Source: an optimization exercise on an open RTL-to-GDS flow (aim: small area). Production flows keep margins and buffers that such runs may drop. Where RTL was checked, it was by simulation tests only, not by an equivalence proof against the original. The RTL of runs 4 to 6 was laid out without a check of its function. Power figures rest on the tool's default switching activity, not on a simulated workload.

`standard.sh`:
```
#!/bin/bash
# synth_recipe.tcl (not shown) runs the flow's synth.tcl, then flattens the netlist and writes it again
# the make line also repeats each setting of config.mk as NAME=value (left out here)
make -C /OpenROAD-flow-scripts/flow DESIGN_CONFIG=/design/flow/config.mk WORK_HOME=/design/flow/orfs CLKGATE_MAP_FILE= SYNTH_SCRIPT=/design/flow/synth_recipe.tcl "${@:-finish}"
```
`config.mk`:
```
export PLATFORM = sky130hd
export DESIGN_NAME = slotmachine
export DESIGN_NICKNAME = slotmachine
export VERILOG_FILES = /design/flow/design.v
export SDC_FILE = /design/flow/constraint.sdc
export NUM_CORES = 4
export LEC_CHECK = 0
export CAP_MARGIN = 20
export CORE_MARGIN = 2
export CORE_UTILIZATION = 60
export SLEW_MARGIN = 20
```
`constraint.sdc`:
```
create_clock -name core_clock -period 10.0 [get_ports {MAX10_CLK1_50}]
set_input_delay 2.0000 -clock core_clock [delete_from_list [all_inputs] [get_ports {MAX10_CLK1_50}]]
set_output_delay 2.0000 -clock core_clock [all_outputs]
set_load 0.01 [all_outputs]
```
`design.v`:
```
module SEG7_LUT(oSEG, iDIG);
input  [2:0] iDIG;
output [6:0] oSEG;
wire a = iDIG[0], b = iDIG[1], c = iDIG[2];
assign oSEG[0] = ~b & (a ^ c);               
assign oSEG[1] = c & (a ^ b);                
assign oSEG[2] = ~c & b & ~a;                
assign oSEG[3] = oSEG[0] | (a & b & c);      
assign oSEG[4] = a | (c & ~b);               
assign oSEG[5] = (~c & (a | b)) | (a & b);   
assign oSEG[6] = (~c & ~b) | (a & b & c);    
endmodule
module slotmachine(
	input        MAX10_CLK1_50,
	output [7:0] HEX0,
	output [7:0] HEX1,
	output [7:0] HEX2,
	input  [1:0] KEY,
	input  [0:0] SW
);
wire clk = MAX10_CLK1_50;
reg [1:0] rc;
always @(posedge clk) rc <= SW[0] ? {rc[1] | rc[0], rc[1] | ~rc[0]} : 2'b00;
wire rst = ~(rc[1] & rc[0]);
reg [8:0] kq;
wire [8:0] kc = kq ^ 9'd170;
wire kev = (kc == 9'd67);
wire [8:0] kn = (rst | kev) ? 9'd0 : {kc[7:0], ~(kc[8] ^ kc[4])};
always @(posedge clk) kq <= kn ^ 9'd170;
reg [9:0] tq;
wire [9:0] tc = tq ^ 10'd682;
wire tick = (tc == 10'd356);
wire [9:0] tn = (rst | tick) ? 10'd0 : {tc[8:0], ~(tc[9] ^ tc[6])};
always @(posedge clk) tq <= tn ^ 10'd682;
reg [9:0] Lq;
wire [9:0] L = Lq ^ 10'd682;
wire [9:0] Ln = rst ? 10'd0 : {L[8:0], ~(L[9] ^ L[8])};
always @(posedge clk) Lq <= Ln ^ 10'd682;
reg sf, pf;
always @(posedge clk)
	if (rst) begin sf <= 1'b0; pf <= 1'b0; end
	else if (kev) begin sf <= ~KEY[0]; pf <= ~KEY[1]; end
localparam IDLE = 3'd0, RUN = 3'd1, S0 = 3'd2, S1 = 3'd3, S2 = 3'd4, S3 = 3'd5;
reg [2:0] st;
reg [13:0] lq;
reg w;
wire [13:0] lo = lq ^ 14'd10922;
wire wrap = (lo == 14'd3109);
wire stopping = (st == S0) | (st == S1) | (st == S2) | (st == S3);
wire [13:0] lon = (rst | ~stopping | wrap) ? 14'd0 : {lo[12:0], ~(lo[13] ^ lo[12])};
always @(posedge clk) lq <= lon ^ 14'd10922;
always @(posedge clk) w <= wrap;
always @(posedge clk)
	if (rst) st <= IDLE;
	else case (st)
		IDLE: if (sf) st <= RUN;
		RUN:  if (pf) st <= S0;
		S0:   if (wrap) st <= S1;
		S1:   if (wrap) st <= S2;
		S2:   if (wrap) st <= S3;
		S3:   if (~w) st <= IDLE;
		default: st <= IDLE;
	endcase
wire adv = tick & (st != IDLE);
wire en0 = tick & ((st == RUN) | (st == S0) | ((st == S1) & w));
wire en1 = tick & ((st == RUN) | (st == S0) | (st == S1) | ((st == S2) & w));
wire en2 = tick & ((st == RUN) | (st == S0) | (st == S1) | (st == S2) | ((st == S3) & w));
reg [1:0] p;
always @(posedge clk)
	if (rst) p <= 2'd0;
	else if (adv) p <= (p == 2'd2) ? 2'd0 : p + 2'd1;
wire [2:0] sl0 = L[2:0], sl1 = L[5:3], sl2 = L[8:6];
reg [2:0] r0, r1, r2;
always @(posedge clk)
	if (rst) begin r0 <= 3'd0; r1 <= 3'd0; r2 <= 3'd0; end
	else begin
		if (en0) r0 <= (p == 2'd0) ? sl0 : (p == 2'd1) ? sl1 : sl2;
		if (en1) r1 <= (p == 2'd0) ? sl2 : (p == 2'd1) ? sl0 : sl1;
		if (en2) r2 <= (p == 2'd0) ? sl1 : (p == 2'd1) ? sl2 : sl0;
	end
SEG7_LUT u0(.oSEG(HEX0[6:0]), .iDIG(r2));
SEG7_LUT u1(.oSEG(HEX1[6:0]), .iDIG(r1));
SEG7_LUT u2(.oSEG(HEX2[6:0]), .iDIG(r0));
assign HEX0[7] = 1'b1;
assign HEX1[7] = 1'b1;
assign HEX2[7] = 1'b1;
endmodule
```
`flow/run.sh`:
```
#!/bin/bash
set -e
export BUFFER_PORTS_ARGS="-buffer_cell sky130_fd_sc_hd__buf_1"
export CTS_ARGS="-sink_clustering_enable -repair_clock_nets -dont_use_dummy_load -sink_clustering_size 32 -sink_clustering_max_diameter 100 -buf_list {sky130_fd_sc_hd__clkbuf_2 sky130_fd_sc_hd__clkbuf_4 sky130_fd_sc_hd__clkbuf_8}"
bash standard.sh > standard.log 2>&1
```
==> results.cfg, run 1 <==
[routing]
drc_errors = 0
vias_per_cell = 5.43
ant_nets = 0
postRouteWirelength_mm = 4.37
vias = 1896
drtPass1Iterations = 4
drt_iter0_markers = 99
wl_per_cell_um = 12.5

[synthesis]
synth_top_area_share = 0.484
synth_compound_area_frac = 0.140
synth-seq-area-share = 0.484
synth_enable_flop_cells = 0
yosys.area.top_type = dfxtp_1
synth_top_family_by_area = simple AND/OR/NAND/NOR gates
synthSimpleGateAreaFrac = 0.247
synth_area_um2 = 2560
synthMuxAreaShare = 0.0273
synth.area.top_cells = dfxtp_1, nor2_1, nand2_1
synth_xor_area_frac = 0.0239
synthCells = 280
synth_flop_cell = dfxtp_1
ys_ff_latch = 62
yosysUniqueCellTypes = 44
synth-warning-count = 1
synth_fa_ha_area_frac = 0.0342
synth.avg_cell_area_um2 = 9.16
async_flop_share = 0

[layout]
fin_nets = 312
num_antenna_cells = 0
final_area_um2 = 2770
drive_gt1_frac = 0.0669
layout.cells.most_common = dfxtp_1
final_cell_mix = dfxtp_1, nor2_1, nand2_1
syn_to_final_growth_pct = 8.15

[worst_setup_path]
reg2regPathDepth = 4
critPathKind = reg2out
path_cells = inv_1 -> ha_1 -> and2_1 -> buf_1
arrival_ps = 1390
worst-r2r-setup-slack_ps = 8180
cp_data_required_time_ps = 8000
cp_slowest_cell = dfxtp_1
crit_fanout = 6
crit_path_end_kind = output port
startpoint_type = flip-flop
slowest_delay_ps = 420

[power]
power.density_nw_per_um2 = 149
p_leak_nw = 0.974
p_switching_w = 0.0000832
p_sw_frac = 0.201
combPwrFrac = 0.015
pwr-share-seq = 0.604
ir_drop_mv = 0.120
p_int_w = 0.000330
power.share.clock = 0.381

[cts]
cts_resized = 0
clk_pin_slew_ps = 60
clock_sinks = 62
clockBufferDepth = 2
cts_htree_levels = 3
cts_root_buffer = clkbuf_8
ctsHoldBuffers = 0
cts_tree = yes
clock_latency_ps = 330
cts_buffers = 9
post-cts-setup-buffer-count = 0

[status]
status = no timing/DRC/antenna violations

[timing]
worstMarginPinSlew_ps = 959
slew_headroom = 0.359
rsz0062_at_grt = false
hold_viol_final = 0
fin_tns_setup_ps = 0
holdWs_ps = 369
fmax_ghz = 0.295
fin_crit_ps = 3390
finalClockSkew_ps = 14.8
finalSetupViolations = 0
slew_viol_final = 0
fin_crit_sh = 0.339

[floorplan]
die-area_um2 = 4810
coreArea_um2 = 4060
rows = 23
ios = 28
start_util = 0.632
die_w_um = 69.4
die_y_um = 69.4

[hold_path]
min_path_type = reg2reg
hold-path-cell-count = 1

[job]
maxCapViolCount = 0

[global_routing]
grt_pass1_wl_mm = 7.38
grtUsageTotal = 0.196
grt_start_max_net_pins = 29
antenna_found_initial = 0
grt_overflow_total = 0
grt_pass1_vias = 1636

[placed_design]
place.gp.congestion = 0.757
placed_area_um2 = 2650
hpwl_mm = 3.04
port_buffers = 24
-- kinds of logic after synthesis --
kind of cell	after synthesis
AOI/OAI and AO/OA	52
DFF	62
xor gates and xnor gates	7
other	1
muxes	7
and+or+nand+nor	119
buffers and inverters	25
adders and majority gates	7
-- area by class of cell --
class,instances,area (µm²)
timing repair buffer,24,90.1
inverter,9,33.8
multi-input combinational,195,1220
fill,347,1280
sequential,62,1240
tap,50,62.6
clock buffer,9,124
-- routing by layer --
layer,vias to the layer above,global-route usage,routed length (µm),part of all wire
met4,0,0.0784,72,0.016
met3,7,0.0843,215,0.049
met1,860,0.264,2200,0.50
met2,41,0.277,1880,0.43
met5,-,0,0,0
li1,988,-,-,-
-- synthesized netlist by cell type, types with 3 or more instances --
cell type	n
buf_2	3
nor2b_1	3
a21o_1	4
nand4_1	4
a211oi_1	3
dfxtp_1	62
and2_1	4
nor3_1	6
o21bai_1	4
inv_1	9
nor2_1	38
a21oi_1	12
ha_1	7
clkbuf_1	10
o21ai_0	14
mux2i_1	7
nand2b_1	6
nand4b_1	3
a311oi_1	3
buf_4	3
o21a_1	3
xnor2_1	5
nand2_1	37
o2111ai_1	3
nand3_1	4
-- flip-flops by register name, indices dropped and copies added (netlist names) --
register,count
lq,14
Lq,10
tq,10
kq,9
r0,3
r1,3
r2,3
st,3
p,2
rc,2
pf,1
sf,1
w,1
-- power by group through the flow --
stage	Clock [W]	Combinational (W)	Sequential [W]
2_1_floorplan	0	0.00000554	0.000255
3_3_place_gp	0	0.00000620	0.000255
3_5_place_dp	0	0.00000614	0.000255
4_1_cts	0.000163	0.00000613	0.000250
5_1_grt	0.000172	0.00000690	0.000250
6_report	0.000157	0.00000608	0.000250
-- worst max-delay path: cells and delay by family, from the launching register on --
family / cells / cell delay [ps]
AND/OR/NAND/NOR: 1 / 160
flip-flops: 1 / 420
buffers and inverters: 2 / 190
adder cells (fa/ha/maj): 1 / 290
-- worst paths after layout --
kind | from | end
setup / recovery | r0[0] | HEX2[1]
hold / removal | kq[0] | kq[1]
setup reg to reg | st[1] | r1[1]
hold reg to reg | kq[0] | kq[1]
-- per-stage QoR --
stage                     utilization  total power (W)  setup WS (ps)  cells
after floorplan                     -         0.000260           7090    282
after global placement          0.653         0.000261           7000    340
after detailed placement        0.653         0.000261           6950    340
after CTS                       0.683         0.000418           6600    349
after global routing            0.683         0.000429           6530    349
final                           0.683         0.000413           6610    349
==> run 2, diff against run 1 <==
==> run.sh (new file) <==
#!/bin/bash
# synth_recipe.tcl (not shown) runs the flow's synth.tcl, then flattens the netlist and writes it again
# the make line also repeats each setting of config.mk as NAME=value (left out here)
make -C /OpenROAD-flow-scripts/flow DESIGN_CONFIG=/design/flow/config.mk WORK_HOME=/design/flow/orfs CLKGATE_MAP_FILE= SYNTH_SCRIPT=/design/flow/synth_recipe.tcl finish
--- a/config.mk
+++ b/config.mk
@@ -8,4 +8,7 @@
 export CAP_MARGIN = 20
 export CORE_MARGIN = 2
 export CORE_UTILIZATION = 60
+export CTS_BUF_LIST = sky130_fd_sc_hd__clkbuf_2 sky130_fd_sc_hd__clkbuf_4
+export CTS_CLUSTER_DIAMETER = 100
+export CTS_CLUSTER_SIZE = 20
 export SLEW_MARGIN = 20
removed: flow/run.sh
removed: standard.sh
==> results.cfg, run 2 <==
[status]
status = no timing/DRC/antenna violations

[floorplan]
die_w_um = 69.4
die_y_um = 69.4
die-area_um2 = 4810
start_util = 0.632
coreArea_um2 = 4060
rows = 23
ios = 28

[cts]
cts_resized = 0
clock_sinks = 62
ctsHoldBuffers = 0
cts_buffers = 9
post-cts-setup-buffer-count = 0
cts_htree_levels = 3
clock_latency_ps = 380
cts_root_buffer = clkbuf_4
clk_pin_slew_ps = 100
clockBufferDepth = 2
cts_tree = yes

[global_routing]
grtUsageTotal = 0.197
grt_pass1_wl_mm = 7.59
antenna_found_initial = 0
grt_pass1_vias = 1668
grt_start_max_net_pins = 29
grt_overflow_total = 0

[worst_setup_path]
r2r-start = tq[6]
slowest_delay_ps = 530
cp-endpoint = HEX1[1]
critPathKind = reg2out
arrival_ps = 1840
crit_fanout = 6
r2r-end = r0[1]
crit_path_end_kind = output port
worst-r2r-setup-slack_ps = 8170
path_cells = inv_1 -> ha_1 -> and2_1 -> clkdlybuf4s50_1
cp_data_required_time_ps = 8000
startpoint = r1[1]
cp_slowest_cell = clkdlybuf4s50_1
startpoint_type = flip-flop
reg2regPathDepth = 4

[synthesis]
ys_ff_latch = 62
synth-seq-area-share = 0.484
async_flop_share = 0
synthCells = 280
synth_top_area_share = 0.484
yosys.area.top_type = dfxtp_1
synth_enable_flop_cells = 0
synth.avg_cell_area_um2 = 9.16
yosysUniqueCellTypes = 44
synth.area.top_cells = dfxtp_1, nor2_1, nand2_1
synth_area_um2 = 2560
yosysMostFrequentCell = dfxtp_1
synth-warning-count = 1
synth.top_cells.by_count = dfxtp_1, nor2_1, nand2_1
synth_flop_cell = dfxtp_1

[routing]
vias = 1897
vias_per_cell = 5.33
drtPass1Iterations = 4
drt_iter0_markers = 80
wl_per_cell_um = 12.6
drc_errors = 0
ant_nets = 0
postRouteWirelength_mm = 4.48

[placed_design]
placed_area_um2 = 2800
hpwl_mm = 3.20
place.gp.congestion = 0.745
port_buffers = 24

[layout]
syn_to_final_growth_pct = 15.5
drive_gt1_frac = 0.0882
num_antenna_cells = 0
final_area_um2 = 2960
largest_reg_flops = 14
fin_nets = 312
top_regs = lq (14), Lq (10), tq (10)
final_cell_mix = dfxtp_1, nor2_1, nand2_1
regMostFlops = lq
fillerInstances = 324
layout.cells.most_common = dfxtp_1

[job]
maxCapViolCount = 0

[power]
power.density_nw_per_um2 = 151
ir_drop_mv = 0.135
p_leak_nw = 1.05

[timing]
worstMarginPinSlew_ps = 952
fmax_ghz = 0.260
hold_viol_final = 0
rsz0062_at_grt = false
finalSetupViolations = 0
fin_tns_setup_ps = 0
fin_crit_sh = 0.384
slew_viol_final = 0
finalClockSkew_ps = 9.05
fin_crit_ps = 3840
slew_headroom = 0.364

[hold_path]
min_path_type = reg2reg
==> run 2: cell counts after synthesis <==
No cell type changed its count.
==> run 2: layer usage <==
metal	global-route usage	wire [µm]	up-vias
met1	0.267	2150	851
met5	0	0	-
met3	0.0494	228	7
met2	0.301	2030	41
met4	0.0784	79	0
li1	-	-	998
==> run 2: through the flow <==
| stage | instances | utilization | setup slack (ps) | hold slack, ps | power, W |
|---|---|---|---|---|---|
| 2_1_floorplan | 282 | - | 7090 | 353 | 0.000260 |
| 3_3_place_gp | 340 | 0.690 | 6640 | 357 | 0.000262 |
| 3_5_place_dp | 340 | 0.690 | 6570 | 364 | 0.000262 |
| 4_1_cts | 356 | 0.730 | 6130 | 388 | 0.000451 |
| 5_1_grt | 356 | 0.730 | 6080 | 411 | 0.000461 |
| 6_report | 356 | 0.730 | 6160 | 387 | 0.000447 |
==> run 2: layout make-up <==
cell class | count | area (µm²) | area share
clock buffer | 10 | 75.1 | 0.0254
timing repair buffer | 24 | 240 | 0.0811
sequential | 62 | 1240 | 0.419
inverter | 9 | 33.8 | 0.0114
tap | 50 | 62.6 | 0.0211
multi-input combinational | 195 | 1220 | 0.413
clock inverter | 6 | 86.3 | 0.0292
==> run 2: how the worst min path moves through the flow <==
| stage | startpoint | end | slack, ps | cells past startpoint |
|---|---|---|---|---|
| 6_report | lq[10] | lq[11] | 390 | 1 |
| 4_1_cts | lq[10] | lq[11] | 390 | 1 |
| 2_1_floorplan | lq[8] | lq[9] | 350 | 1 |
| 3_5_place_dp | lq[10] | lq[11] | 360 | 1 |
| 5_1_grt | kq[6] | kq[7] | 410 | 1 |
| 3_3_place_gp | lq[10] | lq[11] | 360 | 1 |
==> run 2: worst max-delay path, delay by kind of cell (launching register included) <==
kind	cells	cell delay [ps]
buf+inv	2	630
flops	1	420
fa+ha+maj	1	280
simple gates	1	130
==> run 2: cell families (layout without fill, tap and decap cells) <==
family / after synthesis / count (layout) / synth area share
flip-flops: 62 / 62 / 0.484
XOR/XNOR: 7 / 7 / 0.0239
AO/OA/AOI/OAI: 52 / 52 / 0.140
buffers and inverters: 25 / 49 / 0.0425
AND/OR/NAND/NOR: 119 / 119 / 0.247
adder cells (fa/ha/maj): 7 / 7 / 0.0342
other: 1 / 3 / 0.00146
multiplexers: 7 / 7 / 0.0273
==> run 2: where the power goes <==
part / leakage, nW / switching [W] / internal [W]
clock: 0.0864 / 0.0000867 / 0.000104
combinational: 0.466 / 0.00000445 / 0.00000239
sequential: 0.501 / 0.00000112 / 0.000248
total: 1.05 / 0.0000922 / 0.000354
==> run 3, diff against run 2 <==
==> flow/run.sh (new file) <==
#!/bin/bash
# The standard layout (standard.sh) with three changes:
#  - synthesis uses flow/my_synth.tcl: the standard script with an
#    area-recovering ABC mapping (flow/area.abc) and no adder extraction;
#  - the port buffers are the smallest buffer cell;
#  - the clock tree uses small clock buffers and no dummy balancing loads.
set -euo pipefail
W=$PWD
export MY_ABC_SCRIPT=$W/flow/area.abc
export BUFFER_PORTS_ARGS="-buffer_cell sky130_fd_sc_hd__buf_1"
export CTS_ARGS="-sink_clustering_enable -repair_clock_nets -dont_use_dummy_load -sink_clustering_size 20 -sink_clustering_max_diameter 100 -buf_list {sky130_fd_sc_hd__clkbuf_2 sky130_fd_sc_hd__clkbuf_4}"
sed -e "s#SYNTH_SCRIPT=[^ ]*#SYNTH_SCRIPT=$W/flow/my_synth.tcl ADDER_MAP_FILE=#" standard.sh > my_standard.sh
bash my_standard.sh > standard.log 2>&1
==> flow/area.abc (new file) <==
&get -n
&st
&dch -f
&nf -R 1000 -p
&put
==> flow/my_synth.tcl (new file) <==
# synth_recipe.tcl with a different ABC script (area-recovering mapping);
# everything else, including the registers, is as in the standard synthesis.
proc synth {args} { yosys synth -nofsm -noshare {*}$args }
proc abc {args} {
  set i [lsearch $args -script]
  if {$i >= 0} { lset args [expr {$i+1}] $::env(MY_ABC_SCRIPT) }
  yosys abc {*}$args
}
source $::env(SCRIPTS_DIR)/synth.tcl
# left out here: clear keep_hierarchy, flatten, clean up, hide names made inside functions, write 1_2_yosys.v
==> standard.sh (new file) <==
#!/bin/bash
# synth_recipe.tcl (not shown) runs the flow's synth.tcl, then flattens the netlist and writes it again
# the make line also repeats each setting of config.mk as NAME=value (left out here)
make -C /OpenROAD-flow-scripts/flow DESIGN_CONFIG=/design/flow/config.mk WORK_HOME=/design/flow/orfs CLKGATE_MAP_FILE= SYNTH_SCRIPT=/design/flow/synth_recipe.tcl "${@:-finish}"
--- a/config.mk
+++ b/config.mk
@@ -8,7 +8,4 @@
 export CAP_MARGIN = 20
 export CORE_MARGIN = 2
 export CORE_UTILIZATION = 60
-export CTS_BUF_LIST = sky130_fd_sc_hd__clkbuf_2 sky130_fd_sc_hd__clkbuf_4
-export CTS_CLUSTER_DIAMETER = 100
-export CTS_CLUSTER_SIZE = 20
 export SLEW_MARGIN = 20
removed: run.sh
==> results.cfg, run 3 <==
[worst_setup_path]
crit_fanout = 7
cp_data_required_time_ps = 8000
critPathKind = reg2out
startpoint_type = flip-flop
reg2regPathDepth = 8
r2r-end = st[0]
worst-r2r-setup-slack_ps = 7780
r2r-start = lq[6]
arrival_ps = 1430
crit_path_end_kind = output port

[power]
p_leak_nw = 0.851
combPwrFrac = 0.016
power.density_nw_per_um2 = 151
p_total_w = 0.000369
p_sw_frac = 0.210
ir_drop_mv = 0.115
p_int_w = 0.000292
p_switching_w = 0.0000775
power.share.clock = 0.308
pwr-share-seq = 0.675

[synthesis]
synth.top_cells.by_count = dfxtp_1, nor2_1, nand2_1
synth.avg_cell_area_um2 = 8.59
synth-seq-area-share = 0.558
synth_top_area_share = 0.558
synth_compound_area_frac = 0.158
synthMuxAreaShare = 0
synthCells = 259
ys_ff_latch = 62
yosysUniqueCellTypes = 33
synth_flop_cell = dfxtp_1
synth-warning-count = 1
synth_top_family_by_area = simple AND/OR/NAND/NOR gates
synth_enable_flop_cells = 0
yosys.area.top_type = dfxtp_1
async_flop_share = 0
synth.area.top_cells = dfxtp_1, nor2_1, nand2_1
synth_fa_ha_area_frac = 0
synth_xor_area_frac = 0.0157
synth_area_um2 = 2230
yosysMostFrequentCell = dfxtp_1
synthSimpleGateAreaFrac = 0.245

[cts]
clockBufferDepth = 2
clk_pin_slew_ps = 100
cts_root_buffer = clkbuf_4
cts_htree_levels = 3
cts_buffers = 9
ctsHoldBuffers = 0
post-cts-setup-buffer-count = 0
clock_sinks = 62
cts_resized = 0
clock_latency_ps = 390
cts_tree = yes

[timing]
fin_crit_sh = 0.343
hold_viol_final = 0
finalClockSkew_ps = 21.2
rsz0062_at_grt = false
worstMarginPinSlew_ps = 772
fmax_ghz = 0.292
slew_headroom = 0.481
slew_viol_final = 0
worst_slack_ps = 6570
holdWs_ps = 361
finalSetupViolations = 0
fin_crit_ps = 3430
fin_tns_setup_ps = 0

[hold_path]
min_path_type = reg2reg
min_to = tq[5]
hold-path-cell-count = 1
hold_start = tq[4]

[routing]
ant_nets = 0
postRouteWirelength_mm = 3.93
wl_per_cell_um = 11.5
drt_iter0_markers = 98
drc_errors = 0
vias = 1804
drtPass1Iterations = 4
vias_per_cell = 5.29

[layout]
fin_nets = 299
final_cell_mix = dfxtp_1, nor2_1, nand2_1
top_regs = lq (14), Lq (10), tq (10)
largest_reg_flops = 14
drive_gt1_frac = 0.0375
fillerInstances = 318
regMostFlops = lq
syn_to_final_growth_pct = 9.78
final_area_um2 = 2440
num_antenna_cells = 0
layout.cells.most_common = dfxtp_1

[placed_design]
hpwl_mm = 2.76
dp_slack_ps = 6990
placed_area_um2 = 2380
port_buffers = 24
place.gp.congestion = 0.881

[floorplan]
coreArea_um2 = 3610
rows = 22
die-area_um2 = 4210
die_w_um = 64.9
start_util = 0.617
ios = 28
die_y_um = 64.9

[global_routing]
grtUsageTotal = 0.209
grt_overflow_total = 0
antenna_found_initial = 0
grt_pass1_vias = 1557
grt_start_max_net_pins = 26
grt_pass1_wl_mm = 6.70

[status]
status = no timing/DRC/antenna violations

[job]
maxCapViolCount = 0
==> run 3: cell type report <==
cell class	instances	area (µm²)	share of cell area
sequential	62	1240	0.508
multi-input combinational	189	943	0.386
timing repair buffer	26	105	0.0430
clock buffer	9	67.6	0.0276
tap	48	60.1	0.0246
inverter	7	26.3	0.0108
==> run 3: how the worst max path moves through the flow <==
stage	start	to	cells past startpoint
global placement	r1[0]	HEX1[3]	4
detailed placement	r1[0]	HEX1[3]	4
global route	r1[0]	HEX1[3]	4
finish	r1[0]	HEX1[3]	4
floorplan	r2[0]	HEX0[3]	3
CTS	r1[0]	HEX1[3]	4
==> run 3: power by group through the flow <==
| stage | Combinational (W) | Clock (W) | Sequential, W |
|---|---|---|---|
| floorplan | 0.00000485 | 0 | 0.000255 |
| global placement | 0.00000596 | 0 | 0.000255 |
| detailed placement | 0.00000613 | 0 | 0.000255 |
| CTS | 0.00000613 | 0.000119 | 0.000249 |
| global route | 0.00000674 | 0.000127 | 0.000250 |
| finish | 0.00000602 | 0.000114 | 0.000249 |
==> run 3: logic make-up after synthesis <==
kind of cell / after synthesis
compound gates: 60
other cells: 1
xor+xnor: 4
simple gates: 122
flops: 62
buf+inv: 10
==> run 3: through the flow <==
| stage | utilization | std cells |
|---|---|---|
| detailed placement | 0.659 | 332 |
| global route | 0.678 | 341 |
| floorplan | - | 261 |
| finish | 0.678 | 341 |
| global placement | 0.659 | 332 |
| CTS | 0.678 | 341 |
==> run 3: layer usage <==
| layer | vias to the layer above | global-route usage | part of all wire |
|---|---|---|---|
| li1 | 962 | - | - |
| met1 | 794 | 0.270 | 0.50 |
| met2 | 38 | 0.309 | 0.43 |
| met3 | 10 | 0.0677 | 0.049 |
| met4 | 0 | 0.114 | 0.022 |
| met5 | - | 0 | 0 |
==> run 3: critical path, cell delays in order, from the launching register on <==
cell,delay (ps)
dfxtp_1,380
and2_0,200
nor3_1,190
nand2b_1,140
buf_1,140
==> run 4, diff against run 3 <==
==> design.v (replaced) <==
module SEG7_LUT(oSEG, iDIG);
input  [2:0] iDIG;
output [6:0] oSEG;
wire a = iDIG[0], b = iDIG[1], c = iDIG[2];
assign oSEG[0] = ~b & (a ^ c);               
assign oSEG[1] = c & (a ^ b);                
assign oSEG[2] = ~c & b & ~a;                
assign oSEG[3] = oSEG[0] | (a & b & c);      
assign oSEG[4] = a | (c & ~b);               
assign oSEG[5] = (~c & (a | b)) | (a & b);   
assign oSEG[6] = (~c & ~b) | (a & b & c);    
endmodule
module slotmachine(
	input        MAX10_CLK1_50,
	output [7:0] HEX0,
	output [7:0] HEX1,
	output [7:0] HEX2,
	input  [1:0] KEY,
	input  [0:0] SW
);
wire clk = MAX10_CLK1_50;
reg [1:0] rc;
always @(posedge clk) rc <= SW[0] ? {rc[1] | rc[0], rc[1] | ~rc[0]} : 2'b00;
wire rst = ~(rc[1] & rc[0]);
reg [8:0] kq;
wire [8:0] kc = kq ^ 9'd170;
wire kev = (kc == 9'd67);
wire [8:0] kn = (rst | kev) ? 9'd0 : {kc[7:0], ~(kc[8] ^ kc[4])};
always @(posedge clk) kq <= kn ^ 9'd170;
reg [9:0] tq;
wire [9:0] tc = tq ^ 10'd682;
wire tick = (tc == 10'd356);
wire [9:0] tn = (rst | tick) ? 10'd0 : {tc[8:0], ~(tc[9] ^ tc[6])};
always @(posedge clk) tq <= tn ^ 10'd682;
reg [9:0] Lq;
wire [9:0] L = Lq ^ 10'd682;
wire [9:0] Ln = rst ? 10'd0 : {L[8:0], ~(L[9] ^ L[8])};
always @(posedge clk) Lq <= Ln ^ 10'd682;
reg sf, pf;
always @(posedge clk)
	if (rst) sf <= 1'b0;
	else if (kev) sf <= ~KEY[0];
always @(posedge clk)
	if (kev) pf <= ~KEY[1];
reg [2:0] st;
reg [13:0] lq;
reg w;
wire [13:0] lo = lq ^ 14'd10922;
wire wrap = (lo == 14'd3109);
wire idle = ~st[2] & ~st[0];
wire run = ~st[1] & st[0];
wire stopping = st[1] | st[2];
wire go = (idle & sf) | (run & pf) | (st[1] & wrap) | (st[2] & ~st[1] & ~w);
wire [13:0] lon = (~stopping | wrap) ? 14'd0 : {lo[12:0], ~(lo[13] ^ lo[12])};
always @(posedge clk) lq <= lon ^ 14'd10922;
always @(posedge clk) w <= wrap;
always @(posedge clk)
	if (rst) st <= 3'b000;
	else if (go) st <= {st[1:0], ~st[2]};
wire adv = tick & (st[0] | st[2]);
wire en0 = tick & st[0] & (~st[2] | w);
wire en1 = tick & (st[0] | (st[1] & w));
wire en2 = tick & (st[0] | st[1] | (st[2] & w));
reg [1:0] p;
always @(posedge clk)
	if (rst) p <= 2'd0;
	else if (adv) p <= {p[0], ~p[0] & ~p[1]};
wire [2:0] sl0 = L[2:0], sl1 = L[5:3], sl2 = L[8:6];
wire c0 = ~p[0] & ~p[1], c1 = p[0], c2 = p[1];
wire nr = ~rst;
wire [2:0] g0 = {c2, c1, c0} & {3{en0 & nr}}, g1 = {c2, c1, c0} & {3{en1 & nr}}, g2 = {c2, c1, c0} & {3{en2 & nr}};
wire h0 = ~en0 & nr, h1 = ~en1 & nr, h2 = ~en2 & nr;
reg [2:0] q0, q1, q2;
wire [2:0] r0 = q0 ^ 3'b111, r1 = q1 ^ 3'b111, r2 = q2 ^ 3'b111;
always @(posedge clk) begin
	q0 <= 3'b111 ^ (({3{g0[0]}} & sl0) | ({3{g0[1]}} & sl1) | ({3{g0[2]}} & sl2) | ({3{h0}} & r0));
	q1 <= 3'b111 ^ (({3{g1[0]}} & sl2) | ({3{g1[1]}} & sl0) | ({3{g1[2]}} & sl1) | ({3{h1}} & r1));
	q2 <= 3'b111 ^ (({3{g2[0]}} & sl1) | ({3{g2[1]}} & sl2) | ({3{g2[2]}} & sl0) | ({3{h2}} & r2));
end
SEG7_LUT u0(.oSEG(HEX0[6:0]), .iDIG(r2));
SEG7_LUT u1(.oSEG(HEX1[6:0]), .iDIG(r1));
SEG7_LUT u2(.oSEG(HEX2[6:0]), .iDIG(r0));
assign HEX0[7] = 1'b1;
assign HEX1[7] = 1'b1;
assign HEX2[7] = 1'b1;
endmodule
--- a/flow/run.sh
+++ b/flow/run.sh
@@ -1,7 +1,7 @@
 #!/bin/bash
 # The standard layout (standard.sh) with three changes:
 #  - synthesis uses flow/my_synth.tcl: the standard script with an
-#    area-recovering ABC mapping (flow/area.abc) and no adder extraction;
+#    area-oriented ABC mapping (flow/area.abc) and no adder extraction;
 #  - the port buffers are the smallest buffer cell;
 #  - the clock tree uses small clock buffers and no dummy balancing loads.
 set -euo pipefail
==> flow/area.abc (replaced) <==
&get -n
&st
&deepsyn -T 20
&dch -f
&nf -R 1000 -p -a
&put
--- a/config.mk
+++ b/config.mk
@@ -5,7 +5,7 @@
 export SDC_FILE = /design/flow/constraint.sdc
 export NUM_CORES = 4
 export LEC_CHECK = 0
-export CAP_MARGIN = 20
+export CAP_MARGIN = 0
 export CORE_MARGIN = 2
 export CORE_UTILIZATION = 60
-export SLEW_MARGIN = 20
+export SLEW_MARGIN = 0
==> results.cfg, run 4 <==
[floorplan]
ios = 28
start_util = 0.617
coreArea_um2 = 3610
rows = 22
die_w_um = 64.9
die_y_um = 64.9
die-area_um2 = 4210

[global_routing]
grt_use_met3 = 0.0851
grtUsageMet2 = 0.343
grt_start_max_net_pins = 22
grt_pass1_vias = 1652
met1_usage = 0.267
antenna_found_initial = 0
grt_pass1_wl_mm = 7.04
grtUsageTotal = 0.221
grt_overflow_total = 0
grt-busiest-layer = met2

[timing]
slew_headroom = 0.482
finalSetupViolations = 0
fin_crit_sh = 0.342
fin_tns_setup_ps = 0
worstMarginPinSlew_ps = 769
fmax_ghz = 0.293
slew_viol_final = 0
hold_viol_final = 0
fin_crit_ps = 3420
finalClockSkew_ps = 17.9
rsz0062_at_grt = false

[synthesis]
synth.avg_cell_area_um2 = 8.66
synth_enable_flop_cells = 1
yosysMostFrequentCell = dfxtp_1
synth-warning-count = 1
synth.top_cells.by_count = dfxtp_1, nand2_1, nor2_1
synth_flop_cell = dfxtp_1
synthCells = 257
synth_top_area_share = 0.549
synth-seq-area-share = 0.562
ys_ff_latch = 62
yosys.area.top_type = dfxtp_1
synth_area_um2 = 2220
synth.area.top_cells = dfxtp_1, nand2_1, nor2_1
yosysUniqueCellTypes = 33
async_flop_share = 0

[status]
status = no timing/DRC/antenna violations

[cts]
cts_root_buffer = clkbuf_4
post-cts-setup-buffer-count = 0
clock_latency_ps = 390
cts_buffers = 9
cts_resized = 0
ctsHoldBuffers = 0
cts_htree_levels = 3
clock_sinks = 62
cts_tree = yes
clk_pin_slew_ps = 90
clockBufferDepth = 2

[layout]
regMostFlops = lq
num_antenna_cells = 0
final_cell_mix = dfxtp_1, nand2_1, nor2_1
drive_gt1_frac = 0.0311
largest_reg_flops = 14
layout.cells.most_common = dfxtp_1
top_regs = lq (14), Lq (10), tq (10)
final_area_um2 = 2430
fin_nets = 295
syn_to_final_growth_pct = 9.11
instances_no_fill = 337

[power]
combPwrFrac = 0.018
p_leak_nw = 0.876
ir_drop_mv = 0.102
pwr-share-seq = 0.673
power.density_nw_per_um2 = 153
p_switching_w = 0.0000794
p_sw_frac = 0.214
power.share.clock = 0.309
p_int_w = 0.000292

[placed_design]
placed_area_um2 = 2360
place.gp.congestion = 0.788
hpwl_mm = 2.83
dp_cells = 328
port_buffers = 24

[hold_path]
min_to = kq[3]
hold_start = kq[2]
hold-path-cell-count = 1
min_path_type = reg2reg

[worst_setup_path]
crit_fanout = 6
r2r-start = tq[8]
cp_data_required_time_ps = 8000
arrival_ps = 1420
r2r-end = q1[2]
crit_path_end_kind = output port
startpoint_type = flip-flop
reg2regPathDepth = 7
critPathKind = reg2out
worst-r2r-setup-slack_ps = 7960

[routing]
drt_iter0_markers = 50
vias = 1796
drc_errors = 0
wl_per_cell_um = 11.8
ant_nets = 0
vias_per_cell = 5.33
postRouteWirelength_mm = 3.96
drtPass1Iterations = 6

[job]
maxCapViolCount = 0
run 4: cell count changes after synthesis, sizes merged, moves of 4 or more:
cell	previous run	this run
nand2	39	60
nor2	48	36
o21ai	23	11
a21oi	20	9
clkinv	7	13
a221oi	6	1
a211oi	1	5
and2	5	1
nor3	9	13
run 4: cell families after synthesis:
group / Yosys count / synth area share
simple gates: 135 / 0.273
flops: 62 / 0.562
compound gates: 35 / 0.0979
buf+inv: 16 / 0.0321
xor+xnor: 5 / 0.0197
fa+ha+maj: 3 / 0.0135
other cells: 1 / 0.00169
run 4: per-layer routing:
metal / share of wire / up-vias / routed length (µm)
li1: - / 931 / -
met1: 0.48 / 803 / 1910
met2: 0.43 / 54 / 1720
met3: 0.063 / 8 / 251
met4: 0.021 / 0 / 84
met5: 0 / - / 0
run 4: cell type report:
cell class	instances	area, µm²
well taps	48	60.1
inverters	13	48.8
multi-input cells	181	910
clock buffers	9	67.6
repair buffers	24	90.1
flip-flops and latches	62	1250
fillers	321	1180
run 4: worst max-delay path by stage:
stage               startpoint  endpoint  slack [ps]  cells past startpoint
floorplan                q1[1]   HEX1[1]        7090                      3
global placement         q2[1]   HEX0[1]        7040                      4
detailed placement       q2[0]   HEX0[1]        7010                      4
CTS                      q2[0]   HEX0[1]        6560                      4
global route             q0[2]   HEX2[1]        6490                      5
finish                   q2[0]   HEX0[1]        6580                      4
run 4: through the flow:
| step | utilization | hold slack (ps) | setup WS, ps | power (W) |
|---|---|---|---|---|
| 6_report | 0.673 | 382 | 6580 | 0.000372 |
| 5_1_grt | 0.673 | 388 | 6490 | 0.000385 |
| 4_1_cts | 0.673 | 385 | 6560 | 0.000375 |
| 3_5_place_dp | 0.654 | 364 | 7010 | 0.000262 |
| 3_3_place_gp | 0.654 | 357 | 7040 | 0.000262 |
| 2_1_floorplan | - | 353 | 7090 | 0.000261 |
run 4: power by group through the flow:
stage                     clock (W)  combinational, W  sequential [W]
after floorplan                   0        0.00000545        0.000256
after global placement            0        0.00000645        0.000256
after detailed placement          0        0.00000644        0.000256
after CTS                  0.000118        0.00000644        0.000250
after global routing       0.000127        0.00000736        0.000251
final                      0.000115        0.00000651        0.000250
run 4: critical path: stages (launching register included):
cell	delay [ps]
dfxtp_1	370
or3_1	380
nand2_1	100
nor2_1	50
buf_1	130
==> run 5, diff against run 4 <==
--- a/config.mk
+++ b/config.mk
@@ -5,7 +5,7 @@
 export SDC_FILE = /design/flow/constraint.sdc
 export NUM_CORES = 4
 export LEC_CHECK = 0
-export CAP_MARGIN = 0
+export CAP_MARGIN = 20
 export CORE_MARGIN = 2
 export CORE_UTILIZATION = 60
-export SLEW_MARGIN = 0
+export SLEW_MARGIN = 20
==> results.cfg, run 5 <==
[cts]
ctsHoldBuffers = 0
clock_latency_ps = 390
cts_htree_levels = 3
cts_root_buffer = clkbuf_4
clk_pin_slew_ps = 90
cts_tree = yes
post-cts-setup-buffer-count = 0
cts_resized = 0
cts_buffers = 9
clock_sinks = 62
clockBufferDepth = 2

[power]
pwr-share-seq = 0.673
p_sw_frac = 0.214
p_int_w = 0.000292
power.share.clock = 0.309
p_leak_nw = 0.876
p_switching_w = 0.0000794
power.density_nw_per_um2 = 153
ir_drop_mv = 0.102
p_total_w = 0.000372
combPwrFrac = 0.018

[hold_path]
hold-path-cell-count = 1
min_path_type = reg2reg
min_to = kq[3]
hold_start = kq[2]

[routing]
postRouteWirelength_mm = 3.96
drtPass1Iterations = 6
ant_nets = 0
drt_iter0_markers = 50
drc_errors = 0
wl_per_cell_um = 11.8
vias_per_cell = 5.33
vias = 1796

[worst_setup_path]
path_buf_inv = 1
slowest_delay_ps = 380
cp_data_required_time_ps = 8000
crit_fanout = 6
reg2regPathDepth = 7
critPathKind = reg2out
arrival_ps = 1420
r2r-end = q1[2]
startpoint_type = flip-flop
crit_path_end_kind = output port
crit_family = simple AND/OR/NAND/NOR gates
cp_slowest_cell = or3_1
r2r-start = tq[8]
worst-r2r-setup-slack_ps = 7960
path_cells = or3_1 -> nand2_1 -> nor2_1 -> buf_1

[floorplan]
ios = 28
die-area_um2 = 4210
start_util = 0.617
die_w_um = 64.9
coreArea_um2 = 3610
die_y_um = 64.9
rows = 22

[timing]
fmax_ghz = 0.293
worstMarginPinSlew_ps = 769
fin_crit_ps = 3420
fin_tns_setup_ps = 0
finalSetupViolations = 0
finalClockSkew_ps = 17.9
rsz0062_at_grt = false
hold_viol_final = 0
slew_viol_final = 0
slew_headroom = 0.482
fin_crit_sh = 0.342

[global_routing]
grt_pass1_vias = 1652
grtUsageTotal = 0.221
grt_overflow_total = 0
antenna_found_initial = 0
grt_pass1_wl_mm = 7.04
grt_start_max_net_pins = 22

[layout]
fin_nets = 295
layout.cells.most_common = dfxtp_1
final_cell_mix = dfxtp_1, nand2_1, nor2_1
num_antenna_cells = 0
syn_to_final_growth_pct = 9.11
largest_reg_flops = 14
top_regs = lq (14), Lq (10), tq (10)
drive_gt1_frac = 0.0311
regMostFlops = lq

[synthesis]
synth.avg_cell_area_um2 = 8.66
yosysUniqueCellTypes = 33
yosysMostFrequentCell = dfxtp_1
synth-warning-count = 1
synth.area.top_cells = dfxtp_1, nand2_1, nor2_1
yosys.area.top_type = dfxtp_1
synth_flop_cell = dfxtp_1
synth_enable_flop_cells = 1
synth.top_cells.by_count = dfxtp_1, nand2_1, nor2_1
synth-seq-area-share = 0.562
synthCells = 257
synth_top_area_share = 0.549
async_flop_share = 0
synth_area_um2 = 2220
ys_ff_latch = 62

[job]
maxCapViolCount = 0

[placed_design]
place.gp.congestion = 0.788
hpwl_mm = 2.83
port_buffers = 24

[status]
status = no timing/DRC/antenna violations
## run 5: cell counts after synthesis
No cell type changed its count.
## run 5: how the worst max path moves through the flow
stage | cells past startpoint | slack, ps | from | to
after floorplan | 3 | 7090 | q1[1] | HEX1[1]
after global placement | 4 | 7040 | q2[1] | HEX0[1]
after detailed placement | 4 | 7010 | q2[0] | HEX0[1]
after CTS | 4 | 6560 | q2[0] | HEX0[1]
after global routing | 5 | 6490 | q0[2] | HEX2[1]
final | 4 | 6580 | q2[0] | HEX0[1]
## run 5: metrics by stage
| stage | util | std cells | instance area [µm²] | worst slack, ps | hold WS, ps |
|---|---|---|---|---|---|
| after floorplan | - | 259 | 2230 | 7090 | 353 |
| after global placement | 0.654 | 328 | 2360 | 7040 | 357 |
| after detailed placement | 0.654 | 328 | 2360 | 7010 | 364 |
| after CTS | 0.673 | 337 | 2430 | 6560 | 385 |
| after global routing | 0.673 | 337 | 2430 | 6490 | 388 |
| final | 0.673 | 337 | 2430 | 6580 | 382 |
## run 5: cell families (layout without fill, tap and decap cells)
family / count (synthesis) / count (layout) / synth area share
fa+ha+maj: 3 / 3 / 0.0135
simple gates: 135 / 135 / 0.273
xor+xnor: 5 / 5 / 0.0197
flops: 62 / 62 / 0.562
other cells: 1 / 3 / 0.00169
buf+inv: 16 / 46 / 0.0321
compound gates: 35 / 35 / 0.0979
## run 5: area by class of cell
class | instances | area (µm²)
Fill cell | 321 | 1180
Multi-Input combinational cell | 181 | 910
Tap cell | 48 | 60.1
Sequential cell | 62 | 1250
Timing Repair Buffer | 24 | 90.1
Clock buffer | 9 | 67.6
Inverter | 13 | 48.8
## run 5: layer usage
layer	vias up	GRT usage	wire length, µm
li1	931	-	-
met2	54	0.343	1720
met5	-	0	0
met4	0	0.112	84
met1	803	0.267	1910
met3	8	0.0851	251
## run 5: power groups by stage
| stage | Sequential [W] | Clock (W) | Combinational, W |
|---|---|---|---|
| 3_5_place_dp | 0.000256 | 0 | 0.00000644 |
| 6_report | 0.000250 | 0.000115 | 0.00000651 |
| 3_3_place_gp | 0.000256 | 0 | 0.00000645 |
| 5_1_grt | 0.000251 | 0.000127 | 0.00000736 |
| 4_1_cts | 0.000250 | 0.000118 | 0.00000644 |
| 2_1_floorplan | 0.000256 | 0 | 0.00000545 |
==> run 6, diff against run 5 <==
==> flow/run.sh (replaced) <==
#!/bin/bash
# The standard layout (standard.sh) with three changes:
#  - synthesis uses flow/my_synth.tcl: the standard script, but ABC is run
#    with each area-oriented script in flow/abc/ and the smallest mapping is
#    kept; no adder extraction;
#  - the port buffers are the smallest buffer cell;
#  - the clock tree uses small clock buffers and no dummy balancing loads.
set -euo pipefail
W=$PWD
export MY_ABC_DIR=$W/flow/abc
export BUFFER_PORTS_ARGS="-buffer_cell sky130_fd_sc_hd__buf_1"
export CTS_ARGS="-sink_clustering_enable -repair_clock_nets -dont_use_dummy_load -sink_clustering_size 20 -sink_clustering_max_diameter 100 -buf_list {sky130_fd_sc_hd__clkbuf_2 sky130_fd_sc_hd__clkbuf_4}"
sed -e "s#SYNTH_SCRIPT=[^ ]*#SYNTH_SCRIPT=$W/flow/my_synth.tcl ADDER_MAP_FILE=#" standard.sh > my_standard.sh
bash my_standard.sh > standard.log 2>&1
==> flow/abc/a1.abc (new file) <==
&get -n
&st
&dch
&nf -R 1000
&put
topo
dnsize -c
==> flow/abc/a2.abc (new file) <==
&get -n
&st
&dch -f
&nf -R 1000 -p
&put
==> flow/abc/a3.abc (new file) <==
&get -n
&st
&deepsyn -T 20
&dch
&nf -R 1000
&put
==> flow/abc/a4.abc (new file) <==
&get -n
&st
&deepsyn -T 20
&dch -f
&nf -R 1000 -p -a
&put
==> flow/abc/a5.abc (new file) <==
&get -n
&st
&deepsyn -T 20 -S 7
&dch -f
&nf -R 1000 -p -a
&put
==> flow/abc/a6.abc (new file) <==
&get -n
&st
&dc2
&dch
&nf -R 1000 -E 100
&put
==> flow/abc/b11.abc (new file) <==
&get -n
&st
&deepsyn -T 20 -S 11
&dch -f
&nf -R 1000 -p -a
&put
==> flow/abc/b19.abc (new file) <==
&get -n
&st
&deepsyn -T 20 -S 19
&dch -f
&nf -R 1000 -p -a
&put
==> flow/abc/b3.abc (new file) <==
&get -n
&st
&deepsyn -T 20 -S 3
&dch -f
&nf -R 1000 -p -a
&put
==> flow/my_synth.tcl (replaced) <==
# synth_recipe.tcl with a different technology mapping: ABC is run with each
# script in flow/abc/ (area-oriented mappings) and the smallest result is
# kept. Everything else, including the registers, is as in the standard
# synthesis.
proc synth {args} { yosys synth -nofsm -noshare {*}$args }
proc abc {args} {
  set i [lsearch $args -script]
  set li [lsearch $args -liberty]
  set lib [lindex $args [expr {$li+1}]]
  yosys design -save pre_abc
  set best 1e30
  set bestname ""
  foreach s [lsort [glob $::env(MY_ABC_DIR)/*.abc]] {
    yosys design -load pre_abc
    lset args [expr {$i+1}] $s
    yosys abc {*}$args
    yosys tee -q -o $::env(RESULTS_DIR)/abc_try.txt stat -liberty $lib
    set f [open $::env(RESULTS_DIR)/abc_try.txt r]; set txt [read $f]; close $f
    regexp {Chip area for module[^:]*:\s*([0-9.]+)} $txt -> area
    puts "ABC script [file tail $s]: area $area"
    if {$area < $best} { set best $area; set bestname $s; yosys design -save best_abc }
  }
  puts "ABC: keeping [file tail $bestname] ($best)"
  yosys design -load best_abc
}
source $::env(SCRIPTS_DIR)/synth.tcl
# left out here: clear keep_hierarchy, flatten, clean up, hide names made inside functions, write 1_2_yosys.v
--- a/config.mk
+++ b/config.mk
@@ -5,7 +5,7 @@
 export SDC_FILE = /design/flow/constraint.sdc
 export NUM_CORES = 4
 export LEC_CHECK = 0
-export CAP_MARGIN = 20
+export CAP_MARGIN = 0
 export CORE_MARGIN = 2
 export CORE_UTILIZATION = 60
-export SLEW_MARGIN = 20
+export SLEW_MARGIN = 0
removed: flow/area.abc
==> results.cfg, run 6 <==
[status]
status = no timing/DRC/antenna violations

[synthesis]
synth-warning-count = 1
synth_enable_flop_cells = 1
synth.avg_cell_area_um2 = 8.91
synth_top_area_share = 0.557
synthCells = 246
ys_ff_latch = 62
synth_flop_cell = dfxtp_1
synth.top_cells.by_count = dfxtp_1, nand2_1, nor2_1
synth_area_um2 = 2190
yosysMostFrequentCell = dfxtp_1
yosysUniqueCellTypes = 37
yosys.area.top_type = dfxtp_1
async_flop_share = 0
synth-seq-area-share = 0.571
synth.area.top_cells = dfxtp_1, nand2_1, nor2_1

[timing]
fin_crit_ps = 3600
rsz0062_at_grt = false
fin_tns_setup_ps = 0
fmax_ghz = 0.278
worstMarginPinSlew_ps = 865
hold_viol_final = 0
worst_slack_ps = 6400
finalSetupViolations = 0
slew_viol_final = 0
fin_crit_sh = 0.360
slew_headroom = 0.418
finalClockSkew_ps = 36.2

[placed_design]
place.gp.congestion = 0.885
dp_slack_ps = 6820
dp_cells = 315
hpwl_mm = 2.68
port_buffers = 24

[layout]
regArea_um2 = 1250
top_regs = lq (14), Lq (10), tq (10)
num_antenna_cells = 0
layout.cells.most_common = dfxtp_1
instances_no_fill = 324
final_util = 0.700
regMostFlops = lq
fin_nets = 284
syn_to_final_growth_pct = 9.13
drive_gt1_frac = 0.0324
largest_reg_flops = 14
fillerInstances = 295
multiInputGateArea_um2 = 877
final_cell_mix = dfxtp_1, nand2_1, nor2_1

[cts]
cts_buffers = 9
ctsHoldBuffers = 0
cts_htree_levels = 3
cts_tree = yes
clock_latency_ps = 380
clockBufferDepth = 2
cts_root_buffer = clkbuf_4
post-cts-setup-buffer-count = 0
clock_sinks = 62
cts_resized = 0
clk_pin_slew_ps = 80

[routing]
vias = 1684
drt_iter0_markers = 48
postRouteWirelength_mm = 3.75
drtPass1Iterations = 4
drc_errors = 0
vias_per_cell = 5.20
ant_nets = 0
wl_per_cell_um = 11.6

[floorplan]
start_util = 0.642
die_w_um = 64.4
die-area_um2 = 4150
coreArea_um2 = 3420
rows = 21
ios = 28
die_y_um = 64.4

[power]
p_sw_frac = 0.205
power.density_nw_per_um2 = 154
p_switching_w = 0.0000755
power.share.clock = 0.303
combPwrFrac = 0.017
pwr-share-seq = 0.680
p_int_w = 0.000292
p_leak_nw = 0.881
ir_drop_mv = 0.137

[worst_setup_path]
cp_data_required_time_ps = 8000
crit_path_end_kind = output port
startpoint_type = flip-flop
crit_fanout = 7
arrival_ps = 1600
critPathKind = reg2out

[job]
maxCapViolCount = 0

[global_routing]
grt_start_max_net_pins = 18
grt_overflow_total = 0
grtUsageTotal = 0.203
antenna_found_initial = 0
grt_pass1_wl_mm = 6.43
grt_pass1_vias = 1534

[hold_path]
min_path_type = reg2reg
run 6: worst paths after layout:
path	end	slack, ps	startpoint	depth (start not counted)
setup / recovery	HEX1[5]	6400	q1[0]	6
hold / removal	tq[1]	380	tq[0]	1
setup reg to reg	p[0]	8120	rc[0]	5
hold reg to reg	tq[1]	380	tq[0]	1
run 6: critical path, stage by stage, from the launching register on:
cell      delay (ps)
dfxtp_1          430
o21ai_0          140
a21oi_1          170
nand2b_1         150
nor2_1            60
a21oi_1          120
buf_1            160
run 6: cells by family (layout without fill, tap and decap cells):
family / Yosys count / count (layout) / share of synthesized area
adder cells (fa/ha/maj): 2 / 2 / 0.00913
AND/OR/NAND/NOR: 114 / 114 / 0.231
flip-flops: 62 / 62 / 0.571
XOR/XNOR: 5 / 5 / 0.0200
other: 1 / 3 / 0.00171
buffers and inverters: 16 / 46 / 0.0325
AO/OA/AOI/OAI: 46 / 46 / 0.135
run 6: power groups by stage:
stage / clock network [W] / logic, W / registers [W]
finish: 0.000112 / 0.00000623 / 0.000250
global route: 0.000125 / 0.00000722 / 0.000250
CTS: 0.000116 / 0.00000633 / 0.000250
detailed placement: 0 / 0.00000631 / 0.000256
global placement: 0 / 0.00000629 / 0.000256
floorplan: 0 / 0.00000534 / 0.000255
run 6: stage by stage:
stage	instance area, µm²	hold WS, ps	total power (W)
after floorplan	2200	353	0.000261
after global placement	2320	360	0.000262
after detailed placement	2320	363	0.000262
after CTS	2390	376	0.000372
after global routing	2390	400	0.000382
final	2390	376	0.000368
run 6: final cells by class:
class	instances	share of cell area
sequential	62	0.523
multi-input combinational	170	0.367
timing repair buffer	24	0.0377
clock buffer	9	0.0282
tap	46	0.0241
inverter	13	0.0204
run 6: per-layer routing:
metal / up-vias / wire, µm / global-route usage
met5: - / 0 / 0
li1: 898 / - / -
met1: 736 / 1870 / 0.251
met4: 0 / 55 / 0.0878
met2: 44 / 1640 / 0.323
met3: 6 / 187 / 0.0677
==> run 7, diff against run 6 <==
--- a/design.v
+++ b/design.v
@@ -19,9 +19,10 @@
 	input  [0:0] SW
 );
 wire clk = MAX10_CLK1_50;
-reg [1:0] rc;
-always @(posedge clk) rc <= SW[0] ? {rc[1] | rc[0], rc[1] | ~rc[0]} : 2'b00;
-wire rst = ~(rc[1] & rc[0]);
+reg rst;
+wire adv;
+reg [1:0] p;
+always @(posedge clk) rst <= ~SW[0] | (rst & ~p[1]);
 reg [8:0] kq;
 wire [8:0] kc = kq ^ 9'd170;
 wire kev = (kc == 9'd67);
@@ -44,27 +45,25 @@
 	if (kev) pf <= ~KEY[1];
 reg [2:0] st;
 reg [13:0] lq;
-reg w;
 wire [13:0] lo = lq ^ 14'd10922;
-wire wrap = (lo == 14'd3109);
-wire idle = ~st[2] & ~st[0];
-wire run = ~st[1] & st[0];
-wire stopping = st[1] | st[2];
-wire go = (idle & sf) | (run & pf) | (st[1] & wrap) | (st[2] & ~st[1] & ~w);
-wire [13:0] lon = (~stopping | wrap) ? 14'd0 : {lo[12:0], ~(lo[13] ^ lo[12])};
+wire wrap = (lo == 14'd8528);
+wire idle = (st == 3'b000), run = (st == 3'b001), sx = (st == 3'b011), s0 = (st == 3'b010);
+wire s1 = (st == 3'b110), s2 = (st == 3'b111);
+wire hold = ~st[1] & ~st[2];
+wire [13:0] lon = hold ? 14'd8528 : {lo[12] | wrap, lo[11:0], ~(lo[13] ^ lo[12])};
 always @(posedge clk) lq <= lon ^ 14'd10922;
-always @(posedge clk) w <= wrap;
+wire [2:0] stn;
+assign stn[0] = (idle & sf) | run | (s1 & wrap) | s2;
+assign stn[1] = (run & pf) | sx | s0 | s1 | (s2 & ~wrap);
+assign stn[2] = (s0 & wrap) | s1 | s2;
+always @(posedge clk) st <= rst ? 3'b000 : stn;
+assign adv = tick & ~idle;
+wire en0 = tick & (run | sx | s0);
+wire en1 = tick & (run | sx | s0 | s1);
+wire en2 = tick & (run | sx | s0 | s1 | s2);
 always @(posedge clk)
-	if (rst) st <= 3'b000;
-	else if (go) st <= {st[1:0], ~st[2]};
-wire adv = tick & (st[0] | st[2]);
-wire en0 = tick & st[0] & (~st[2] | w);
-wire en1 = tick & (st[0] | (st[1] & w));
-wire en2 = tick & (st[0] | st[1] | (st[2] & w));
-reg [1:0] p;
-always @(posedge clk)
-	if (rst) p <= 2'd0;
-	else if (adv) p <= {p[0], ~p[0] & ~p[1]};
+	if (~SW[0]) p <= 2'd0;
+	else if (rst | adv) p <= {p[0], ~p[0] & ~p[1]};
 wire [2:0] sl0 = L[2:0], sl1 = L[5:3], sl2 = L[8:6];
 wire c0 = ~p[0] & ~p[1], c1 = p[0], c2 = p[1];
 wire nr = ~rst;
--- a/config.mk
+++ b/config.mk
@@ -5,7 +5,7 @@
 export SDC_FILE = /design/flow/constraint.sdc
 export NUM_CORES = 4
 export LEC_CHECK = 0
-export CAP_MARGIN = 0
+export CAP_MARGIN = 20
 export CORE_MARGIN = 2
-export CORE_UTILIZATION = 60
-export SLEW_MARGIN = 0
+export CORE_UTILIZATION = 75
+export SLEW_MARGIN = 20
==> results.cfg, run 7 <==
[status]
status = no timing/DRC/antenna violations

[layout]
regMostFlops = lq
multiInputGateArea_um2 = 837
top_regs = lq (14), Lq (10), tq (10)
fin_nets = 266
syn_to_final_growth_pct = 8.70
largest_reg_flops = 14
layout.cells.most_common = dfxtp_1
final_cell_mix = dfxtp_1, nor2_1, nand2_1
fillerInstances = 152
num_antenna_cells = 0
drive_gt1_frac = 0.0346
regArea_um2 = 1210

[routing]
vias = 1764
wl_per_cell_um = 14.7
postRouteWirelength_mm = 4.28
top_layer = met4
routedLengthMet1_mm = 1.69
drc_errors = 0
drt_iter0_markers = 115
drtPass1Iterations = 5
ant_nets = 0
met3_length_um = 205
dr_wl_met2_mm = 2.22
vias_per_cell = 6.06

[hold_path]
min_path_type = reg2reg

[power]
power.density_nw_per_um2 = 191
pwr-share-seq = 0.625
combPwrFrac = 0.121
ir_drop_mv = 0.181
power.share.clock = 0.254
p_sw_frac = 0.294
p_leak_nw = 0.813
p_switching_w = 0.000128
p_int_w = 0.000306

[cts]
cts_htree_levels = 3
post-cts-setup-buffer-count = 0
clockBufferDepth = 2
cts_buffers = 9
cts_tree = yes
cts_resized = 0
ctsHoldBuffers = 0
cts_root_buffer = clkbuf_4
clk_pin_slew_ps = 80
clock_latency_ps = 390
clock_sinks = 60

[timing]
slew_headroom = 0.522
finalClockSkew_ps = 22.0
worstMarginPinSlew_ps = 716
fin_tns_setup_ps = 0
fmax_ghz = 0.267
fin_crit_ps = 3740
rsz0062_at_grt = false
holdWs_ps = 378
slew_viol_final = 0
hold_viol_final = 0
fin_crit_sh = 0.374
finalSetupViolations = 0

[synthesis]
synth.top_cells.by_count = dfxtp_1, nor2_1, nand2_1
yosys.area.top_type = dfxtp_1
synth_enable_flop_cells = 1
async_flop_share = 0
synth-warning-count = 1
synth_area_um2 = 2090
synth-seq-area-share = 0.581
yosysUniqueCellTypes = 37
synth.area.top_cells = dfxtp_1, nor2_1, nand2_1
ys_ff_latch = 60
synthCells = 228
synth_top_area_share = 0.566
synth.avg_cell_area_um2 = 9.15
yosysMostFrequentCell = dfxtp_1
synth_flop_cell = dfxtp_1

[global_routing]
antenna_found_initial = 0
grt_start_max_net_pins = 20
grt_overflow_total = 0
grt_pass1_wl_mm = 7.20
grtUsageTotal = 0.298
grt_pass1_vias = 1710

[floorplan]
start_util = 0.776
coreArea_um2 = 2690
rows = 19
die_y_um = 56.7
die_w_um = 56.7
die-area_um2 = 3220
ios = 28

[placed_design]
port_buffers = 24
hpwl_mm = 3.09
place.gp.congestion = 0.845

[worst_setup_path]
crit_family = compound AO/OA/AOI/OAI gates
path_cells = nor2_1 -> nor2_1 -> a21boi_0 -> a21o_1 -> o21ai_0 -> buf_1
critPathKind = reg2out
slowest_delay_ps = 430
cp_slowest_cell = dfxtp_1
crit_fanout = 7
crit_path_end_kind = output port
cp_data_required_time_ps = 8000
worst-r2r-setup-slack_ps = 7760
arrival_ps = 1740
crit_path_frequent_cell = nor2_1
path_buf_inv = 1
startpoint_type = flip-flop

[job]
maxCapViolCount = 0
-- run 7: through the flow --
step / instance area [µm²] / power (W) / util / std cells / setup slack, ps
floorplan: 2090 / 0.000308 / - / 230 / 6750
global placement: 2200 / 0.000320 / 0.819 / 282 / 6860
detailed placement: 2200 / 0.000326 / 0.819 / 282 / 6680
CTS: 2270 / 0.000433 / 0.844 / 291 / 6270
global route: 2270 / 0.000451 / 0.844 / 291 / 6150
finish: 2270 / 0.000434 / 0.844 / 291 / 6260
-- run 7: worst paths after layout --
kind / endpoint / start / depth (start not counted)
setup / recovery: HEX0[4] / q2[0] / 6
hold reg to reg: kq[3] / kq[2] / 1
hold / removal: kq[3] / kq[2] / 1
setup reg to reg: q0[0] / tq[0] / 8
-- run 7: worst reg2reg max path: cells and delay by family (launching register included) --
kind / cells / cell delay, ps
DFF: 1 / 320
AOI/OAI and AO/OA: 2 / 460
and+or+nand+nor: 6 / 1380
-- run 7: power groups by stage --
stage | clock network (W) | logic (W) | registers [W]
2_1_floorplan | 0 | 0.0000385 | 0.000269
3_3_place_gp | 0 | 0.0000461 | 0.000274
3_5_place_dp | 0 | 0.0000506 | 0.000275
4_1_cts | 0.000112 | 0.0000510 | 0.000270
5_1_grt | 0.000120 | 0.0000586 | 0.000273
6_report | 0.000110 | 0.0000525 | 0.000271
-- run 7: cell type report --
| class | instances | share of cell area |
|---|---|---|
| well taps | 31 | 0.0171 |
| inverters | 6 | 0.00993 |
| multi-input cells | 161 | 0.369 |
| flip-flops and latches | 60 | 0.534 |
| clock buffers | 9 | 0.0298 |
| repair buffers | 24 | 0.0397 |
-- run 7: routing by layer --
layer,GRT usage,up-vias
li1,-,848
met1,0.317,831
met2,0.497,63
met3,0.0922,22
met4,0.209,0
met5,0,-
-- run 7: cells by family (layout without fill, tap and decap cells) --
family,after synthesis,after routing,share of synthesized area
other,1,3,0.00180
and+or+nand+nor,107,107,0.233
buffers and inverters,9,39,0.0216
AOI/OAI and AO/OA,49,49,0.154
xor gates and xnor gates,2,2,0.00840
DFF,60,60,0.581
==> run 8, diff against run 7 <==
--- a/config.mk
+++ b/config.mk
@@ -5,7 +5,7 @@
 export SDC_FILE = /design/flow/constraint.sdc
 export NUM_CORES = 4
 export LEC_CHECK = 0
-export CAP_MARGIN = 20
+export CAP_MARGIN = 0
 export CORE_MARGIN = 2
-export CORE_UTILIZATION = 75
-export SLEW_MARGIN = 20
+export CORE_UTILIZATION = 60
+export SLEW_MARGIN = 0
==> results.cfg, run 8 <==
[layout]
largest_reg_flops = 14
syn_to_final_growth_pct = 9.60
regMostFlops = lq
final_util = 0.685
top_regs = lq (14), Lq (10), tq (10)
num_antenna_cells = 0
fin_nets = 266
drive_gt1_frac = 0.0346
final_cell_mix = dfxtp_1, nor2_1, nand2_1
final_area_um2 = 2290
fillerInstances = 281
layout.cells.most_common = dfxtp_1
instances_no_fill = 306

[worst_setup_path]
cp_data_required_time_ps = 8000
crit_fanout = 7
crit_family = compound AO/OA/AOI/OAI gates
cp_slowest_cell = dfxtp_1
path_cells = nor2_1 -> nor2_1 -> a21boi_0 -> a21o_1 -> o21ai_0 -> buf_1
slowest_delay_ps = 420
arrival_ps = 1670
critPathKind = reg2out
crit_path_frequent_cell = nor2_1
startpoint_type = flip-flop
crit_path_end_kind = output port
path_buf_inv = 1

[cts]
cts_tree = yes
cts_buffers = 9
clk_pin_slew_ps = 80
post-cts-setup-buffer-count = 0
cts_htree_levels = 3
clock_sinks = 60
clock_latency_ps = 370
cts_root_buffer = clkbuf_4
cts_resized = 0
ctsHoldBuffers = 0
clockBufferDepth = 2

[synthesis]
yosysUniqueCellTypes = 37
synth.area.top_cells = dfxtp_1, nor2_1, nand2_1
synth-seq-area-share = 0.581
synthCells = 228
yosys.area.top_type = dfxtp_1
synth-warning-count = 1
ys_ff_latch = 60
synth.avg_cell_area_um2 = 9.15
synth.top_cells.by_count = dfxtp_1, nor2_1, nand2_1
synth_xor_area_frac = 0.00840
synth_fa_ha_area_frac = 0
synth_top_area_share = 0.566
synthMuxAreaShare = 0
synth_compound_area_frac = 0.154
synth_area_um2 = 2090
async_flop_share = 0
yosysMostFrequentCell = dfxtp_1
synth_top_family_by_area = simple AND/OR/NAND/NOR gates
synth_enable_flop_cells = 1
synthSimpleGateAreaFrac = 0.233
synth_flop_cell = dfxtp_1

[routing]
drt_iter0_markers = 148
drtPass1Iterations = 5
vias = 1653
ant_nets = 0
wl_per_cell_um = 11.7
postRouteWirelength_mm = 3.58
drc_errors = 0
vias_per_cell = 5.40

[global_routing]
grt_start_max_net_pins = 20
grt_pass1_wl_mm = 6.27
grt_pass1_vias = 1517
grt_overflow_total = 0
antenna_found_initial = 0
grtUsageTotal = 0.204

[floorplan]
rows = 21
ios = 28
start_util = 0.625
die_y_um = 63.0
die_w_um = 63.0
coreArea_um2 = 3340
die-area_um2 = 3960

[power]
p_switching_w = 0.000122
ir_drop_mv = 0.127
power.share.clock = 0.255
power.density_nw_per_um2 = 187
pwr-share-seq = 0.630
p_total_w = 0.000428
combPwrFrac = 0.115
p_int_w = 0.000306
p_sw_frac = 0.284
p_leak_nw = 0.813

[placed_design]
port_buffers = 24
dp_cells = 297
hpwl_mm = 2.60
place.gp.congestion = 0.852
placed_area_um2 = 2220

[timing]
fin_crit_ps = 3670
hold_viol_final = 0
fin_tns_setup_ps = 0
finalSetupViolations = 0
worstMarginPinSlew_ps = 663
slew_viol_final = 0
slew_headroom = 0.557
fin_crit_sh = 0.367
fmax_ghz = 0.273
finalClockSkew_ps = 15.1
rsz0062_at_grt = false

[job]
maxCapViolCount = 0

[hold_path]
min_path_type = reg2reg

[status]
status = no timing/DRC/antenna violations
-- run 8: cell counts after synthesis --
Identical to the previous run, type by type.
-- run 8: kinds of logic (layout without fill, tap and decap cells) --
| family | Yosys count | count (layout) |
|---|---|---|
| DFF | 60 | 60 |
| buffers and inverters | 9 | 39 |
| and+or+nand+nor | 107 | 107 |
| xor gates and xnor gates | 2 | 2 |
| other | 1 | 3 |
| AOI/OAI and AO/OA | 49 | 49 |
-- run 8: power by group through the flow --
stage               combinational (W)  clock, W  sequential (W)
CTS                         0.0000487  0.000114        0.000269
global placement            0.0000485         0        0.000275
detailed placement          0.0000489         0        0.000275
floorplan                   0.0000385         0        0.000269
finish                      0.0000493  0.000109        0.000270
global route                0.0000551  0.000123        0.000272
-- run 8: worst register-to-register path, cell delays in order (launching register included) --
cell,delay [ps]
dfxtp_1,310
and4b_1,240
nand3_1,80
nor4_1,460
o21a_1,310
nor2b_1,300
nand2b_1,200
nor2_1,70
a21oi_1,110
-- run 8: layout make-up --
cell class / count / area, µm² / share of cell area
well taps: 46 / 57.6 / 0.0252
clock buffers: 9 / 67.6 / 0.0296
inverters: 6 / 22.5 / 0.00985
multi-input cells: 161 / 837 / 0.366
flip-flops and latches: 60 / 1210 / 0.530
repair buffers: 24 / 90.1 / 0.0394
-- run 8: stage by stage --
stage	hold WS, ps	worst slack, ps
6_report	380	6330
5_1_grt	390	6140
4_1_cts	383	6300
3_5_place_dp	363	6750
3_3_place_gp	362	6820
2_1_floorplan	353	6750
-- run 8: final timing paths --
| path | start | end | slack [ps] | cells after the start |
|---|---|---|---|---|
| worst min-delay path | tq[0] | tq[1] | 380 | 1 |
| worst min register to register | tq[0] | tq[1] | 380 | 1 |
| worst max register to register | tq[0] | q0[0] | 7860 | 8 |
| worst max-delay path | q2[0] | HEX0[4] | 6330 | 6 |
-- run 8: metal layers --
| metal | vias up | global-route usage | routed length (µm) |
|---|---|---|---|
| met3 | 4 | 0.0577 | 140 |
| met2 | 34 | 0.324 | 1740 |
| met5 | - | 0 | 0 |
| met1 | 765 | 0.246 | 1670 |
| li1 | 850 | - | - |
| met4 | 0 | 0.117 | 22 |

## port drivers added, routing unchanged
In the flow no input, the clock included, has a driving cell. The finished layouts below were timed again as built, in two steps.
Step 1 assumes that a clkbuf_16 drives the clock port and a buf_2 every other input.
Step 2 times the ports against the registers' clock, not the clock port: input delays grow and output delays shrink by t, the midpoint of the rising clock arrivals with the driver on.
Three values: no drivers, after step 1, after step 2; two values: the first two.
| run | t (ns) | slack for setup (ns) |
|---|---|---|
| run 1 | 0.348 | 6.614 / 6.586 / 6.934 |
| run 2 | 0.403 | 6.156 / 6.131 / 6.534 |
| run 3 | 0.401 | 6.571 / 6.547 / 6.948 |
| run 4 | 0.404 | 6.583 / 6.559 / 6.963 |
| run 5 | 0.404 | 6.583 / 6.559 / 6.963 |
| run 6 | 0.387 | 6.400 / 6.374 / 6.761 |
| run 7 | 0.398 | 6.255 / 6.233 / 6.631 |
| run 8 | 0.383 | 6.335 / 6.315 / 6.698 |
After both steps setup and hold are still met in every run listed.
